What follows belongs to an exercise in optimizing a design on an open flow for small area and a short achievable clock period; a production flow would make more cautious choices. In this exercise RTL edits were held to simulation tests only and were not proved equivalent to the original. Power figures rest on the tool's default switching activity, not on a simulated workload.

==> flow/design.v (excerpt) <==
module alu16_reg (
    input             clk,
    input      [15:0] valA,
    input      [15:0] valB,
    input      [ 3:0] aluop,
    input             shift_Dir,
    input             rotator_Dir,
    input             sub,
    output reg [ 3:0] cc,
    output reg [15:0] result
);
    reg [15:0] a_q, b_q;
    reg [ 3:0] op_q;
    reg        sd_q, rd_q, sub_q;
    wire [ 3:0] cc_d;
    wire [15:0] result_d;
    always @(posedge clk) begin
        a_q   <= valA;
        b_q   <= valB;
        op_q  <= aluop;
        sd_q  <= shift_Dir;
        rd_q  <= rotator_Dir;
        sub_q <= sub;
        cc     <= cc_d;
        result <= result_d;
    end
    ALU16 u_alu (a_q, b_q, op_q, sd_q, rd_q, sub_q, cc_d, result_d);
endmodule
Size in the first run: ~850 cells after synthesis, ~58 flip-flops, ~60 I/O pins, roughly 0.0063 mm^2 of cells after synthesis.
clock: 8.5 ns
lec_check: 0
abc_area: 1
cap_margin: 0
core_margin: 2
core_utilization: 40
cts_buf_list: sky130_fd_sc_hd__clkbuf_4 sky130_fd_sc_hd__clkbuf_8
setup_slack_margin: 2
slew_margin: 0
standard.sh (not shown) runs the stock make flow with config.mk's settings and CLKGATE_MAP_FILE= SYNTH_SCRIPT=/design/flow/synth_recipe.tcl, a recipe that flattens the netlist after the stock synthesis.
==> flow/flow/run.sh <==
#!/bin/bash
set -euo pipefail
W=$PWD
rm -rf "$W/scripts_amap"
cp -r "$FLOW_HOME/scripts" "$W/scripts_amap"
cp "$W/flow/abc_area.script" "$W/scripts_amap/abc_area.script"
bash "$W/standard.sh" "SCRIPTS_DIR=$W/scripts_amap" synth > "$W/synth.log" 2>&1
bash "$W/standard.sh" "BUFFER_PORTS_ARGS=-buffer_cell sky130_fd_sc_hd__buf_1" finish > "$W/layout.log" 2>&1
==> flow/flow/abc_area.script <==
strash
dch
amap
topo
stime -c
Change:
==> flow/flow/abc_area.script (replaced) <==
strash
dc2
dch -f
amap
topo
stime -c
Settings changed: CAP_MARGIN 0 to 20, SETUP_SLACK_MARGIN 2 to 2.3, SLEW_MARGIN 0 to 20.
What happened: The new run finished clean. Via count goes up by a few percent. Wire length grows by roughly a tenth. Cell area rises by a few percent. Non-clock buffer count came out higher by 13. Setup slack is better by 0.20 ns. Sequential cell count is unchanged. Count of clock-buffer cells in the layout climbs by 3. Sequential power is about the same. Hold slack gains 0.11 ns. Final cell count climbs by a few percent. Register-to-register slack gets better by 0.20 ns.
Change:
==> flow/flow/abc_area.script (replaced) <==
strash
dch
amap
topo
stime -c
Settings changed: SETUP_SLACK_MARGIN 2.3 to 1.5.
Result: Core utilization is lower by 1.7 points. Non-clock buffer count is lower by 6. Wire length is lower by about 12%. Total power is higher by 0.48%. Synthesized cell count is lower by 3.2%. Die area is lower by about 0.8%. Clock skew is lower by 0.016 ns. Maximum frequency is lower by about 6.5%. Register-to-register slack is worse by 0.41 ns. Setup slack is worse by 0.41 ns.
Change:
Settings changed: CORE_UTILIZATION 40 to 50, SETUP_SLACK_MARGIN 1.5 to 2.3.
The changed run produced a clean layout. Cell count goes down by a few percent. Worst hold slack gets better by 0.0054 ns. Sequential power stays flat. Global-route usage went up by 8.8 points. Design area goes up by a few percent. Count of clock-buffer cells in the layout stays the same. Critical path depth grows by 2. Power grows by a few percent. Register-to-register slack gains 0.35 ns. Sequential share of layout area drops by 0.20 points.
Change:
Settings changed: CAP_MARGIN 20 to 0, CORE_UTILIZATION 50 to 40, SLEW_MARGIN 20 to 0.
=>
- The new run ran to the end with no violations
- combinational power goes down by about 4%
- via count goes down by 3.2%
- non-clock buffer count goes down by 1
- count of clock-buffer cells in the layout stays the same
- hold slack gains 0.024 ns
- clock power goes up by 10%

* * *

alu16_reg again, from the RTL that the note above started with.
## alu16_reg
module alu16_reg (
    input             clk,
    input      [15:0] valA,
    input      [15:0] valB,
    input      [ 3:0] aluop,
    input             shift_Dir,
    input             rotator_Dir,
    input             sub,
    output reg [ 3:0] cc,
    output reg [15:0] result
);
    reg [15:0] a_q, b_q;
    reg [ 3:0] op_q;
    reg        sd_q, rd_q, sub_q;
    wire [ 3:0] cc_d;
    wire [15:0] result_d;
    always @(posedge clk) begin
        a_q   <= valA;
        b_q   <= valB;
        op_q  <= aluop;
        sd_q  <= shift_Dir;
        rd_q  <= rotator_Dir;
        sub_q <= sub;
        cc     <= cc_d;
        result <= result_d;
    end
    ALU16 u_alu (a_q, b_q, op_q, sd_q, rd_q, sub_q, cc_d, result_d);
endmodule
export LEC_CHECK = 0
export ABC_AREA = 1
export CAP_MARGIN = 20
export CORE_MARGIN = 2
export CORE_UTILIZATION = 40
export CTS_BUF_LIST = sky130_fd_sc_hd__clkbuf_4 sky130_fd_sc_hd__clkbuf_8
export SLEW_MARGIN = 20
create_clock -name core_clock -period 8.5 [get_ports {clk}]
==> flow/flow/abc_area.script <==
strash
dch
amap
topo
stime -c
Scripts as last shown in full above: flow/flow/run.sh
Change:
- SETUP_SLACK_MARGIN: default -> 2
After rerunning: The new run passed the timing, DRC and antenna checks. Utilization came out higher by 0.57 points. Worst hold slack stays flat. Die area stays the same. Design area came out higher slightly. Power came out higher by a few percent. Worst setup slack improved by 1200 ps. Non-clock buffer count came out higher by 1. Synthesized cell count is unchanged. Routed wire length came out higher slightly.

-- afterwards: timing with drivers on the ports --
In the flow no input, the clock included, has a driving cell. The finished layouts below were timed again as built, in two steps.
Step 1 (the two cells are an assumption about what drives the block):
set clk [get_ports {clk}]
set_driving_cell -lib_cell sky130_fd_sc_hd__clkbuf_16 $clk
set_driving_cell -lib_cell sky130_fd_sc_hd__buf_2 [delete_from_list [all_inputs] $clk]
Step 2 adds t to the input delays and takes it off the output delays; t is the mean of the earliest and latest rising clock arrival at the registers after step 1. Input paths then give back, and output paths get back, about the clock's delay inside the block.
Slacks: ideal ports / drivers / drivers and shift; pairs: ideal ports / drivers.
run | t (ns) | setup WS [ns] | worst hold slack (ns) | latest minus earliest clock arrival (ns) | cell pins on the clock port's net
the first run of note 1 | 0.408 | 2.344 / 2.344 / 2.344 | 0.554 / 0.554 / 0.554 | 0.011 / 0.011 | 1
the second run of note 1 | 0.413 | 2.540 / 2.540 / 2.540 | 0.661 / 0.661 / 0.661 | 0.029 / 0.029 | 1
the third run of note 1 | 0.405 | 2.127 / 2.127 / 2.127 | 0.548 / 0.548 / 0.548 | 0.013 / 0.013 | 1
the fourth run of note 1 | 0.406 | 2.480 / 2.480 / 2.480 | 0.553 / 0.553 / 0.553 | 0.014 / 0.014 | 1
the fifth run of note 1 | 0.414 | 2.571 / 2.571 / 2.571 | 0.577 / 0.577 / 0.577 | 0.018 / 0.018 | 1
the first run of note 2 | 0.414 | 1.163 / 1.163 / 1.163 | 0.555 / 0.555 / 0.555 | 0.012 / 0.011 | 1
the second run of note 2 | 0.408 | 2.344 / 2.344 / 2.344 | 0.554 / 0.554 / 0.554 | 0.011 / 0.011 | 1
After both steps every run listed still meets setup and hold.
